Context: an optimization exercise on an open-source flow, tuned for small area and a short achievable clock period. The choices shown serve that exercise and are no tape-out recipe.
Function was not checked in any run shown here: the RTL went through the layout flow alone.
No activity file was given, so power comes from the tool's default toggle rates.

==> design/flow/design.v <==
module alu(clk,a,b,s,out,rst);
	input [31:0] a,b;
	input [2:0] s;
	input clk,rst;
	output reg [31:0] out;
	wire sub  = ~s[2] & ~s[1] & s[0];    
	wire yinv = ~s[1] & s[0];            
	wire yone = s[2] & ~s[1] & s[0];     
	wire [31:0] y = yone ? 32'hffffffff : (b ^ {32{yinv}});
	wire [31:0] g = a & y;
	wire [31:0] p = (a ^ (b & ~{32{yone}})) ^ {32{yinv}};
	wire G0c;
	wire g1_1;
	wire g1_3;
	wire p1_3;
	wire g1_5;
	wire p1_5;
	wire g1_7;
	wire p1_7;
	wire g1_9;
	wire p1_9;
	wire g1_11;
	wire p1_11;
	wire g1_13;
	wire p1_13;
	wire g1_15;
	wire p1_15;
	wire g1_17;
	wire p1_17;
	wire g1_19;
	wire p1_19;
	wire g1_21;
	wire p1_21;
	wire g1_23;
	wire p1_23;
	wire g1_25;
	wire p1_25;
	wire g1_27;
	wire p1_27;
	wire g1_29;
	wire p1_29;
	wire g1_31;
	wire p1_31;
	wire g2_3;
	wire g2_7;
	wire p2_7;
	wire g2_11;
	wire p2_11;
	wire g2_15;
	wire p2_15;
	wire g2_19;
	wire p2_19;
	wire g2_23;
	wire p2_23;
	wire g2_27;
	wire p2_27;
	wire g2_31;
	wire p2_31;
	wire g3_7;
	wire g3_15;
	wire p3_15;
	wire g3_23;
	wire p3_23;
	wire g3_31;
	wire p3_31;
	wire g4_15;
	wire g4_31;
	wire p4_31;
	wire g5_31;
	wire g6_23;
	wire g7_11;
	wire g7_19;
	wire g7_27;
	wire g8_5;
	wire g8_9;
	wire g8_13;
	wire g8_17;
	wire g8_21;
	wire g8_25;
	wire g8_29;
	wire g9_2;
	wire g9_4;
	wire g9_6;
	wire g9_8;
	wire g9_10;
	wire g9_12;
	wire g9_14;
	wire g9_16;
	wire g9_18;
	wire g9_20;
	wire g9_22;
	wire g9_24;
	wire g9_26;
	wire g9_28;
	wire g9_30;
	assign G0c = g[0] | (p[0] & sub);
	assign g1_1 = g[1] | (p[1] & G0c);
	assign g1_3 = g[3] | (p[3] & g[2]);
	assign p1_3 = p[3] & p[2];
	assign g1_5 = g[5] | (p[5] & g[4]);
	assign p1_5 = p[5] & p[4];
	assign g1_7 = g[7] | (p[7] & g[6]);
	assign p1_7 = p[7] & p[6];
	assign g1_9 = g[9] | (p[9] & g[8]);
	assign p1_9 = p[9] & p[8];
	assign g1_11 = g[11] | (p[11] & g[10]);
	assign p1_11 = p[11] & p[10];
	assign g1_13 = g[13] | (p[13] & g[12]);
	assign p1_13 = p[13] & p[12];
	assign g1_15 = g[15] | (p[15] & g[14]);
	assign p1_15 = p[15] & p[14];
	assign g1_17 = g[17] | (p[17] & g[16]);
	assign p1_17 = p[17] & p[16];
	assign g1_19 = g[19] | (p[19] & g[18]);
	assign p1_19 = p[19] & p[18];
	assign g1_21 = g[21] | (p[21] & g[20]);
	assign p1_21 = p[21] & p[20];
	assign g1_23 = g[23] | (p[23] & g[22]);
	assign p1_23 = p[23] & p[22];
	assign g1_25 = g[25] | (p[25] & g[24]);
	assign p1_25 = p[25] & p[24];
	assign g1_27 = g[27] | (p[27] & g[26]);
	assign p1_27 = p[27] & p[26];
	assign g1_29 = g[29] | (p[29] & g[28]);
	assign p1_29 = p[29] & p[28];
	assign g1_31 = g[31] | (p[31] & g[30]);
	assign p1_31 = p[31] & p[30];
	assign g2_3 = g1_3 | (p1_3 & g1_1);
	assign g2_7 = g1_7 | (p1_7 & g1_5);
	assign p2_7 = p1_7 & p1_5;
	assign g2_11 = g1_11 | (p1_11 & g1_9);
	assign p2_11 = p1_11 & p1_9;
	assign g2_15 = g1_15 | (p1_15 & g1_13);
	assign p2_15 = p1_15 & p1_13;
	assign g2_19 = g1_19 | (p1_19 & g1_17);
	assign p2_19 = p1_19 & p1_17;
	assign g2_23 = g1_23 | (p1_23 & g1_21);
	assign p2_23 = p1_23 & p1_21;
	assign g2_27 = g1_27 | (p1_27 & g1_25);
	assign p2_27 = p1_27 & p1_25;
	assign g2_31 = g1_31 | (p1_31 & g1_29);
	assign p2_31 = p1_31 & p1_29;
	assign g3_7 = g2_7 | (p2_7 & g2_3);
	assign g3_15 = g2_15 | (p2_15 & g2_11);
	assign p3_15 = p2_15 & p2_11;
	assign g3_23 = g2_23 | (p2_23 & g2_19);
	assign p3_23 = p2_23 & p2_19;
	assign g3_31 = g2_31 | (p2_31 & g2_27);
	assign p3_31 = p2_31 & p2_27;
	assign g4_15 = g3_15 | (p3_15 & g3_7);
	assign g4_31 = g3_31 | (p3_31 & g3_23);
	assign p4_31 = p3_31 & p3_23;
	assign g5_31 = g4_31 | (p4_31 & g4_15);
	assign g6_23 = g3_23 | (p3_23 & g4_15);
	assign g7_11 = g2_11 | (p2_11 & g3_7);
	assign g7_19 = g2_19 | (p2_19 & g4_15);
	assign g7_27 = g2_27 | (p2_27 & g6_23);
	assign g8_5 = g1_5 | (p1_5 & g2_3);
	assign g8_9 = g1_9 | (p1_9 & g3_7);
	assign g8_13 = g1_13 | (p1_13 & g7_11);
	assign g8_17 = g1_17 | (p1_17 & g4_15);
	assign g8_21 = g1_21 | (p1_21 & g7_19);
	assign g8_25 = g1_25 | (p1_25 & g6_23);
	assign g8_29 = g1_29 | (p1_29 & g7_27);
	assign g9_2 = g[2] | (p[2] & g1_1);
	assign g9_4 = g[4] | (p[4] & g2_3);
	assign g9_6 = g[6] | (p[6] & g8_5);
	assign g9_8 = g[8] | (p[8] & g3_7);
	assign g9_10 = g[10] | (p[10] & g8_9);
	assign g9_12 = g[12] | (p[12] & g7_11);
	assign g9_14 = g[14] | (p[14] & g8_13);
	assign g9_16 = g[16] | (p[16] & g4_15);
	assign g9_18 = g[18] | (p[18] & g8_17);
	assign g9_20 = g[20] | (p[20] & g7_19);
	assign g9_22 = g[22] | (p[22] & g8_21);
	assign g9_24 = g[24] | (p[24] & g6_23);
	assign g9_26 = g[26] | (p[26] & g8_25);
	assign g9_28 = g[28] | (p[28] & g7_27);
	assign g9_30 = g[30] | (p[30] & g8_29);
	wire [31:0] c;
	assign c[0] = sub;
	assign c[1] = G0c;
	assign c[2] = g1_1;
	assign c[3] = g9_2;
	assign c[4] = g2_3;
	assign c[5] = g9_4;
	assign c[6] = g8_5;
	assign c[7] = g9_6;
	assign c[8] = g3_7;
	assign c[9] = g9_8;
	assign c[10] = g8_9;
	assign c[11] = g9_10;
	assign c[12] = g7_11;
	assign c[13] = g9_12;
	assign c[14] = g8_13;
	assign c[15] = g9_14;
	assign c[16] = g4_15;
	assign c[17] = g9_16;
	assign c[18] = g8_17;
	assign c[19] = g9_18;
	assign c[20] = g7_19;
	assign c[21] = g9_20;
	assign c[22] = g8_21;
	assign c[23] = g9_22;
	assign c[24] = g6_23;
	assign c[25] = g9_24;
	assign c[26] = g8_25;
	assign c[27] = g9_26;
	assign c[28] = g7_27;
	assign c[29] = g9_28;
	assign c[30] = g8_29;
	assign c[31] = g9_30;
	wire sel_add;
	wire [31:0] sum = ({32{sel_add}} & p) ^ ({32{sel_add}} & c);
	wire left = s[0];
	wire [31:0] x;
	wire [31:0] t;
	genvar i;
	generate for (i = 0; i < 32; i = i + 1) begin : rv
		assign x[i] = left ? a[31-i] : a[i];
	end endgenerate
	assign t = x >> b[4:0];
	wire big = |b[31:5];
	wire run = ~rst;
	assign sel_add = run & ~s[2] & ~s[1];
	wire sel_g   = run & ~s[2] & s[1];              
	wire sel_p   = run & ((s[1] & s[0] & ~s[2]) | (s[2] & ~s[1]));   
	wire sel_shr = run & s[2] & s[1] & ~s[0] & ~big;
	wire sel_shl = run & s[2] & s[1] & s[0] & ~big;
	wire [31:0] r;
	generate for (i = 0; i < 32; i = i + 1) begin : om
		assign r[i] = sum[i] | (sel_g & g[i]) | (sel_p & p[i])
		            | (sel_shr & t[i]) | (sel_shl & t[31-i]);
	end endgenerate
	always @(posedge clk)
		out <= r;
endmodule
==> design/flow/run.sh <==
#!/bin/bash
# synth_recipe.tcl (not shown) runs the flow's synth.tcl, then flattens the netlist and writes it again
# the make line also repeats each setting of config.mk as NAME=value (left out here)
make -C /OpenROAD-flow-scripts/flow DESIGN_CONFIG=/design/flow/config.mk WORK_HOME=/design/flow/orfs CLKGATE_MAP_FILE= SYNTH_SCRIPT=/design/flow/synth_recipe.tcl finish
==> design/flow/config.mk <==
export PLATFORM = sky130hd
export DESIGN_NAME = alu
export DESIGN_NICKNAME = alu
export VERILOG_FILES = /design/flow/design.v
export SDC_FILE = /design/flow/constraint.sdc
export NUM_CORES = 4
export LEC_CHECK = 0
export ABC_AREA = 1
export CAP_MARGIN = 20
export CORE_MARGIN = 2
export CORE_UTILIZATION = 40
export SLEW_MARGIN = 20
==> design/flow/constraint.sdc <==
create_clock -name core_clock -period 5.2 [get_ports {clk}]
set_input_delay 1.0400 -clock core_clock [delete_from_list [all_inputs] [get_ports {clk}]]
set_output_delay 1.0400 -clock core_clock [all_outputs]
set_load 0.01 [all_outputs]
==> run summary, run 1 <==
status no timing/DRC/antenna violations; Max Root-Sink Buffers 2; detailed-route DRC error count 0; Yosys warning count 1; layout cells sized above 1 0.0756; Final setup viols 0; P_leak 3.10 nW; fmax 249 MHz; Slowest Stage Delay on Critical Path between 0.5 and 0.6 ns; post-route minimum period approximately 4.0 ns; WS Path Type input port to flip-flop; Routed Wire Length approximately 24 mm; die area 0.0145 mm^2; final antenna diode count 0; synthesized instance count ~1000; largest registers out (32); TritonCTS buffer count 5; # nets final around 1200; Synth Flop Type dfxtp_1; CTS tree done; clock power share 0.262; gp weighted congestion 0.967; Worst setup SP type input port; Area Overhead vs Synth 23.7%; Critical Path, Cell by Cell clkdlybuf4s50_1, inv_2, nand2_4, nor2_2, nand2_1, nand3_1, nand2_2, inv_2, nand2_1, nand2_1, nand2_1, o211ai_1, nor2_2, nand2_2, nand2_1, nand2_2, nand2_1, nand2_1, nand2_2, nand2_1, nand2_1, nand3_1, o211ai_1; # port buffers 100; DRT Pass-1 Iters 6; Util after Layout 0.505; Setup Fix Bufs, Post-CTS 0; FF+latch count, synth 32; count leader, synth nand2_1; EDFF count, synth 0; Async SR Flop Fraction 0; most frequent CP cell nand2_1; core area ~0.013 mm^2; Largest register FFs 32; slowest cell on the critical path clkdlybuf4s50_1; Commonest cells post-synth nand2_1, o21ai_0, inv_1, nor2_1, a21oi_1; H-tree depth 2; Clock Tree Root clkbuf_16; DIE HEIGHT 120 um; Syn Area/Cell 5.28 um^2; Worst-Margin Slew 0.802 ns; RSZ-0062 raised after global routing false; # rows 42; endpoints failing hold 0; GRT Overall Usage 0.325; die width 120 um; Largest Register out; routed vias 7063; CTS Sinks 32; switching pwr 0.541 mW; Seq pwr share 0.218; power per cell area 192 mW/mm^2; Max FO, Critical Path 30; vias per std cell 5.54; peak supply drop between 0.1 and 0.15 mV; combinational share of power 0.520; Internal approximately 0.74 mW; Hold-fix buffers, CTS 0; vias in the first global route 6152; largest area contributor in the netlist nand2_1; Slew Limit Fails 0; num ports 101; Final Cycle Share 0.772; setup TNS 0 ns; syn nets 1092; post-DR wirelength/cell 18.5 um; initial antenna violation count 1; GRT overflow 0; worst hold path type input port to flip-flop; dominant cells by area after synthesis nand2_1, o21ai_0, dfxtp_1; global-route wire length before repair 35.7 mm; Worst Path Required between 5 and 6 ns; post-route ant nets 0; switch share 0.421; Clk pin slew, worst setup/hold paths ~0.060 ns; CP Capture Type flip-flop; register area share after synthesis 0.119; WP data arrival between 4 and 5 ns; max cap viols 0; DP HPWL approximately 19 mm; top cell type's share of synthesized area 0.220; largest net degree at the start of global routing 42; First DRT Iteration DRCs 841; post-CTS sizing 0; Starting Density 0.408; Post-Syn Area approximately 0.0054 mm^2; library cells used by synthesis 51; max_slew headroom 0.465
==> layout by cell type (no fill, tap or decap), drive strengths merged <==
cell type	Yosys	routed
a22o	1	1
inv	121	121
o211ai	17	17
o2111ai	1	1
mux2i	21	21
or4	1	1
a21oi	44	44
bufinv	0	1
nor4	8	8
o21ai	146	146
nand2	331	331
nand4	9	9
a221oi	3	3
o21a	12	12
nand3b	1	1
clkinv	4	5
a22oi	1	1
nand3	37	37
clkdlybuf4s50	0	99
or2	19	19
nor3	10	10
a31oi	5	5
buf	22	21
o311ai	1	1
o31ai	2	2
a311o	1	1
o22ai	15	15
dfxtp	32	32
nor2	101	101
clkbuf	31	6
a21boi	1	1
a211oi	2	2
xor2	2	2
o221ai	21	21
==> power groups by stage <==
| stage | logic [mW] | clock network [mW] | registers, mW |
|---|---|---|---|
| final | 0.669 | 0.337 | 0.280 |
| after global routing | 0.734 | 0.352 | 0.282 |
| after CTS | 0.653 | 0.345 | 0.280 |
| after detailed placement | 0.650 | 0 | 0.285 |
| after global placement | 0.655 | 0 | 0.285 |
| after floorplan | 0.381 | 0 | 0.299 |
==> path summary, 6_finish.rpt <==
kind,from,end,depth (start not counted)
min,a[10],out[11],4
max,s[1],out[26],23
==> stage by stage <==
| stage | cells | setup WS (ns) | instance area, um^2 | hold slack (ns) | power, mW |
|---|---|---|---|---|---|
| after floorplan | 1023 | 2.16 | 5410 | 1.25 | 0.680 |
| after global placement | 1266 | 1.05 | 6520 | 1.77 | 0.940 |
| after detailed placement | 1266 | 0.982 | 6520 | 1.77 | 0.935 |
| after CTS | 1274 | 1.26 | 6680 | 1.64 | 1.28 |
| after global routing | 1274 | 0.859 | 6680 | 1.69 | 1.37 |
| final | 1274 | 1.19 | 6680 | 1.66 | 1.29 |
==> metal layers <==
metal  up-vias  share of wire  global-route usage
met5         -        0.00055                   0
met4         2          0.042               0.129
met3        50           0.11              0.0599
met2       420           0.39               0.460
met1      3057           0.45               0.480
li1       3534              -                   -
==> logic make-up (layout without fill, tap and decap cells) <==
| family | after synthesis | count (layout) | synth area share |
|---|---|---|---|
| AND/OR/NAND/NOR | 517 | 517 | 0.403 |
| AO/OA/AOI/OAI | 273 | 273 | 0.301 |
| buffers and inverters | 178 | 253 | 0.134 |
| flip-flops | 32 | 32 | 0.119 |
| multiplexers | 21 | 21 | 0.0389 |
| XOR/XNOR | 2 | 2 | 0.00463 |
==> critical path: cells and delay by family <==
| kind | cells | cell delay [ns] |
|---|---|---|
| AOI/OAI and AO/OA | 2 | 0.20 |
| buffers and inverters | 3 | 0.74 |
| and+or+nand+nor | 18 | 2.19 |
==> layout make-up <==
| cell class | count | area, um^2 |
|---|---|---|
| clock buffers | 6 | 129 |
| clock inverters | 2 | 35.0 |
| fillers | 1476 | 6560 |
| inverters | 125 | 469 |
| multi-input cells | 813 | 4040 |
| flip-flops and latches | 32 | 641 |
| well taps | 176 | 220 |
| repair buffers | 120 | 1150 |
==> inputs of run 2 (changes only) <==
--- a/design/flow/config.mk
+++ b/design/flow/config.mk
@@ -9,4 +9,5 @@
 export CAP_MARGIN = 20
 export CORE_MARGIN = 2
 export CORE_UTILIZATION = 40
+export SETUP_SLACK_MARGIN = 1.5
 export SLEW_MARGIN = 20
==> run summary, run 2 <==
status no timing/DRC/antenna violations; Largest register FFs 32 (unchanged); vias per std cell 5.57 (+0.52%); die area 0.0145 mm^2 (unchanged); Clk pin slew, worst setup/hold paths 0.06 ns (about the same); layout cells sized above 1 0.0877 (+0.0121); fill cell count 1465 (-0.75%); global-route wire length before repair 35.8 mm (about the same); Synth Flop Type dfxtp_1; Worst Path Required 5.41 ns (+0.08 ns); dominant cells by area after synthesis nand2_1, o21ai_0, dfxtp_1; # nets final 1174 (+0.69%); TritonCTS buffer count 5 (unchanged); Starting Density 0.408 (unchanged); worst hold start s[1]; Worst setup SP type input port; die width 120 um (unchanged); peak supply drop 0.110 mV (+1.6%); Clock Tree Root clkbuf_16; register area share after synthesis 0.119 (unchanged); H-tree depth 2 (unchanged); syn nets 1092 (unchanged); Async SR Flop Fraction 0 (unchanged); hold worst-path end out[0]; met1 GRT Util 0.480 (unchanged); Setup WS pre-CTS 0.982 ns (unchanged); Yosys warning count 1 (unchanged); critical path's top delay family compound AO/OA/AOI/OAI gates; Final WS setup 1.66 ns (+0.469 ns); top cell type's share of synthesized area 0.220 (unchanged); Slew Limit Fails 0 (unchanged); Max FO, Critical Path 3 (-90%); GRT overflow 0 (unchanged); setup TNS 0 ns (unchanged); Critical Path, Cell by Cell clkdlybuf4s50_1, inv_1, o21ai_0, mux2i_1, nand2_1, o21ai_0, o21ai_0, nor2_1, o31ai_2, a211oi_1, o21ai_0; Final setup viols 0 (unchanged); endpoints failing hold 0 (unchanged); CTS tree done; Worst-Margin Slew 0.791 ns (-0.0110 ns); max_slew headroom 0.472 (+0.00735); largest registers out (32); synthesized instance count 1023 (unchanged); post-DR wirelength/cell 18.7 um (+1.2%); DIE HEIGHT 120 um (unchanged); DRT Pass-1 Iters 6 (unchanged); Commonest cells post-synth nand2_1, o21ai_0, inv_1, nor2_1, a21oi_1; non-filler cells, final 1282 (+0.63%); met3 Track Usage GR 0.0599 (unchanged); # rows 42 (unchanged); post-route minimum period 3.54 ns (-0.469 ns); Post-Syn Area 0.00541 mm^2 (unchanged); EDFF count, synth 0 (unchanged); FF+latch count, synth 32 (unchanged); fmax 282 MHz (+13%); Inst Count DP 1266 (unchanged); post-route ant nets 0 (unchanged); CTS Sinks 32 (unchanged); power per cell area 190 mW/mm^2 (-1.0%); Syn Area/Cell 5.28 um^2 (unchanged); worst hold path type input port to flip-flop; final antenna diode count 0 (unchanged); num ports 101 (unchanged); RSZ-0062 raised after global routing true; WS Path Type input port to flip-flop; Area Overhead vs Synth 26.5%; met2 usage 0.460 (unchanged); Hold-fix buffers, CTS 0 (unchanged); largest area contributor in the netlist nand2_1; DP HPWL 19.4 mm (unchanged); P_leak 3.18 nW (+2.6%); slowest cell on the critical path clkdlybuf4s50_1; hold depth 5 (+1); library cells used by synthesis 51 (unchanged); Final Cycle Share 0.682 (-0.0902); GRT Overall Usage 0.325 (unchanged); routed vias 7144 (+1.1%); vias in the first global route 6166 (+0.23%); gp weighted congestion 0.967 (unchanged); Hold WS 1.42 ns (-0.246 ns); Slowest Stage Delay on Critical Path 0.52 ns (about the same); GR peak layer met1; largest net degree at the start of global routing 42 (unchanged); count leader, synth nand2_1; CP Buf/Inv Count 2 (-1); initial antenna violation count 1 (unchanged); commonest non-fill, non-tap cell in the layout nand2_1; most frequent CP cell o21ai_0; # port buffers 100 (unchanged); WP data arrival 3.76 ns (-0.38 ns); max cap viols 0 (unchanged); First DRT Iteration DRCs 900 (+7.0%); CP Capture Type flip-flop; detailed-route DRC error count 0 (unchanged); most frequent cells in the layout nand2_1, o21ai_0, inv_1, nor2_1, clkdlybuf4s50_1; Max Root-Sink Buffers 2 (unchanged); Routed Wire Length 24.0 mm (+1.8%); core area 0.0132 mm^2 (unchanged); Largest Register out
-- run 2: cell counts after synthesis --
Identical to the previous run, type by type.
-- run 2: cells by family after synthesis --
| logic type | share of synthesized area |
|---|---|
| AO/OA/AOI/OAI | 0.301 |
| XOR/XNOR | 0.00463 |
| buffers and inverters | 0.134 |
| flip-flops | 0.119 |
| multiplexers | 0.0389 |
| AND/OR/NAND/NOR | 0.403 |
-- run 2: layout make-up --
cell class / instances / area [um^2] / area share
Clock buffer: 6 / 129 / 0.0188
Clock inverter: 2 / 35.0 / 0.00512
Inverter: 125 / 478 / 0.0699
Multi-Input combinational cell: 814 / 4090 / 0.598
Sequential cell: 32 / 641 / 0.0937
Tap cell: 176 / 220 / 0.0322
Timing Repair Buffer: 126 / 1240 / 0.182
Timing Repair inverter: 1 / 5.00 / 0.000732
-- run 2: worst min-delay path: cells and delay by family --
kind | cells | cell delay (ns)
simple gates | 3 | 0.31
buf+inv | 1 | 0.16
compound gates | 1 | 0.12
-- run 2: metal layers --
layer,up-vias,routed length (um)
li1,3555,-
met1,3105,10800
met2,432,9500
met3,50,2730
met4,2,1030
met5,-,13
-- run 2: timing repair --
| item | in CTS | in global routing |
|---|---|---|
| cloned | 0 | 3 |
| pin swaps | 1 | 2 |
| setup buffers | 2 | 3 |
| resized for setup | 5 | 26 |
| setup endpoints to repair | 14 | 27 |
-- run 2: worst max path at each step --
stage / startpoint / endpoint / slack, ns / depth (start not counted)
floorplan: s[0] / out[27] / 2.16 / 24
global placement: s[1] / out[23] / 1.05 / 26
detailed placement: s[1] / out[26] / 0.98 / 25
CTS: s[0] / out[23] / 1.50 / 12
global route: b[1] / out[26] / 1.49 / 23
finish: a[11] / out[11] / 1.66 / 11
-- run 2: stage by stage --
stage / cell area (um^2) / power (mW) / utilization
5_1_grt: 6840 / 1.38 / 0.516
4_1_cts: 6710 / 1.28 / 0.507
3_3_place_gp: 6520 / 0.940 / 0.492
6_report: 6840 / 1.30 / 0.516
3_5_place_dp: 6520 / 0.935 / 0.492
2_1_floorplan: 5410 / 0.680 / -
-- run 2: report_power, final --
group | total, mW | switching, mW | internal, mW
clock | 0.336 | 0.111 | 0.225
combinational | 0.686 | 0.431 | 0.254
sequential | 0.280 | 0.00694 | 0.273
total | 1.30 | 0.549 | 0.752
==> inputs of run 3 (changes only) <==
--- a/design/flow/config.mk
+++ b/design/flow/config.mk
@@ -9,5 +9,5 @@
 export CAP_MARGIN = 20
 export CORE_MARGIN = 2
 export CORE_UTILIZATION = 40
-export SETUP_SLACK_MARGIN = 1.5
+export SETUP_SLACK_MARGIN = 2.5
 export SLEW_MARGIN = 20
==> run summary, run 3 <==
status no timing/DRC/antenna violations; DP HPWL 18.9 mm (-2.5%); peak supply drop 0.108 mV (-2.3%); core area 0.0132 mm^2 (unchanged); Seq pwr share 0.172 (-0.043); Final Cycle Share 0.611 (-0.0703); synthesized instance count 1023 (unchanged); # port buffers 100 (unchanged); worst hold path type input port to flip-flop; max_slew headroom 0.669 (+0.197); initial antenna violation count 0 (-1); area taken by flip-flops and latches 641 um^2 (unchanged); num ports 101 (unchanged); CTS Sinks 32 (unchanged); max cap viols 0 (unchanged); RSZ-0062 raised after global routing true; DRT Pass-1 Iters 6 (unchanged); routed vias 8449 (+18%); Largest Register out; Slew Limit Fails 0 (unchanged); Clk pin slew, worst setup/hold paths 0.05 ns (about the same); Hold-fix buffers, CTS 0 (unchanged); dominant cells by area after synthesis nand2_1, o21ai_0, dfxtp_1; Worst Path Required 5.35 ns (-0.06 ns); FF+latch count, synth 32 (unchanged); setup TNS 0 ns (unchanged); worst hold start s[0]; count leader, synth nand2_1; Yosys warning count 1 (unchanged); vias per std cell 6.06 (+8.7%); First DRT Iteration DRCs 1301 (+45%); layout cells sized above 1 0.399 (+0.311); DIE HEIGHT 120 um (unchanged); EDFF count, synth 0 (unchanged); GRT overflow 0 (unchanged); WP data arrival 3.33 ns (-0.43 ns); CTS tree done; library cells used by synthesis 51 (unchanged); largest net degree at the start of global routing 30 (-29%); gp weighted congestion 0.986 (+1.9%); area of the multi-input gates 0.00536 mm^2 (+31%); WS Path Type input port to flip-flop; final antenna diode count 0 (unchanged); switch share 0.438 (+0.0160); Syn Area/Cell 5.28 um^2 (unchanged); fmax 315 MHz (+12%); TritonCTS buffer count 5 (unchanged); Max Root-Sink Buffers 2 (unchanged); die width 120 um (unchanged); top cell type's share of synthesized area 0.220 (unchanged); Clock Tree Root clkbuf_16; hold worst-path end out[0]; commonest non-fill, non-tap cell in the layout nand2_1; Routed Wire Length 29.4 mm (+22%); Area Overhead vs Synth 74.4%; Starting Density 0.408 (unchanged); Largest register FFs 32 (unchanged); Max FO, Critical Path 4 (+1); clock power share 0.189 (-0.069); largest registers out (32); Internal 0.911 mW (+21%); most frequent cells in the layout nand2_1, buf_4, inv_1, nor2_1, nand2_2; Util after Layout 0.712 (+0.195); global-route wire length before repair 41.3 mm (+15%); Async SR Flop Fraction 0 (unchanged); power per cell area 172 mW/mm^2 (-9.7%); Final setup viols 0 (unchanged); syn nets 1092 (unchanged); Worst-Margin Slew 0.496 ns (-0.295 ns); hold depth 4 (-1); P_leak 4.29 nW (+35%); combinational share of power 0.639 (+0.112); largest area contributor in the netlist nand2_1; # nets final 1288 (+9.7%); Synth Flop Type dfxtp_1; Commonest cells post-synth nand2_1, o21ai_0, inv_1, nor2_1, a21oi_1; die area 0.0145 mm^2 (unchanged); GRT Overall Usage 0.373 (+0.0482); switching pwr 0.710 mW (+29%); Post-Syn Area 0.00541 mm^2 (unchanged); post-route minimum period 3.18 ns (-0.366 ns); # rows 42 (unchanged); Worst setup SP type input port; vias in the first global route 7280 (+18%); post-route ant nets 0 (unchanged); endpoints failing hold 0 (unchanged); CP Capture Type flip-flop; detailed-route DRC error count 0 (unchanged); post-DR wirelength/cell 21.1 um (+12%); register area share after synthesis 0.119 (unchanged); fill cell count 1104 (-25%); H-tree depth 2 (unchanged)
## run 3: worst max-delay path, cell delays in order
cell             delay (ns)
clkdlybuf4s50_1        0.47
inv_2                  0.07
o21ai_4                0.16
nor2_2                 0.07
o21ai_1                0.16
inv_1                  0.10
a21oi_4                0.19
nor2_2                 0.07
nor2_2                 0.19
nand2_4                0.10
nand2_4                0.07
nand2_4                0.07
nand2_4                0.08
nand2_4                0.06
buf_4                  0.14
buf_6                  0.11
nor2_4                 0.08
o221ai_2               0.10
## run 3: power by group through the flow
stage               sequential [mW]  combinational, mW  clock [mW]
detailed placement            0.285              0.644           0
global route                  0.281               1.09       0.320
finish                        0.279               1.04       0.306
global placement              0.283              0.648           0
CTS                           0.279              0.856       0.312
floorplan                     0.299              0.384           0
## run 3: cell families after synthesis
family | share of synthesized area
flip-flops | 0.119
multiplexers | 0.0389
AO/OA/AOI/OAI | 0.301
buffers and inverters | 0.134
XOR/XNOR | 0.00463
AND/OR/NAND/NOR | 0.403
## run 3: final cells by class
cell class / count / area share
repair buffers: 238 / 0.270
repair inverters: 1 / 0.000796
well taps: 176 / 0.0234
flip-flops and latches: 32 / 0.0679
clock buffers: 7 / 0.0162
inverters: 125 / 0.0536
multi-input cells: 816 / 0.568
## run 3: worst max-delay path by stage
| stage | from | end | cells after the start |
|---|---|---|---|
| finish | b[9] | out[28] | 18 |
| CTS | s[2] | out[31] | 23 |
| detailed placement | s[1] | out[30] | 25 |
| floorplan | s[0] | out[27] | 23 |
| global placement | s[2] | out[31] | 23 |
| global route | b[9] | out[31] | 20 |
## run 3: metrics by stage
step	cells	instance area [um^2]	hold slack [ns]	worst slack (ns)	power, mW
after floorplan	1023	5440	1.25	2.23	0.684
after global placement	1262	6490	1.77	1.05	0.931
after detailed placement	1262	6490	1.77	0.972	0.929
after CTS	1365	8530	1.28	2.20	1.45
after global routing	1395	9430	1.25	1.93	1.69
final	1395	9430	1.26	2.02	1.62
## run 3: timing repair
item                       4_1_cts  5_1_grt
setup endpoints to repair       32       32
pin swaps                       96       89
buffers inserted                79       30
gates resized for setup        399      199
cloned                          17        0
## run 3: layer usage
layer  GRT usage  routed length [um]
met5      0.0110                   0
met4       0.178                1850
met3      0.0929                3550
met2       0.556               12600
met1       0.502               11400

## port drivers added, routing unchanged
How much do the figures lean on ideal ports? The routed layouts below were timed once more, with nothing changed but the port constraints.
Step 1 (the two cells are an assumption about what drives the block):
set clk [get_ports {clk}]
set_driving_cell -lib_cell sky130_fd_sc_hd__clkbuf_16 $clk
set_driving_cell -lib_cell sky130_fd_sc_hd__buf_2 [delete_from_list [all_inputs] $clk]
Step 2 adds t to the input delays and takes it off the output delays; t is the mean of the earliest and latest rising clock arrival at the registers after step 1. Input paths then give back, and output paths get back, about the clock's delay inside the block.
a / b / c = ideal / step 1 / step 2; a / b = the first two.
| run | shift t [ns] | setup WS [ns] | latest minus earliest clock arrival (ns) | cell pins on the clock port's net |
|---|---|---|---|---|
| run 1 | 0.316 | 1.186 / 1.198 / 0.882 | 0.014 / 0.014 | 1 |
| run 2 | 0.317 | 1.656 / 1.669 / 1.352 | 0.011 / 0.012 | 1 |
| run 3 | 0.318 | 2.021 / 1.982 / 1.664 | 0.011 / 0.011 | 1 |
After both steps setup and hold are still met in every run listed. For run 3, which loses most, drivers alone change the setup slack by -0.039 ns; drivers and shift together by -0.357 ns.
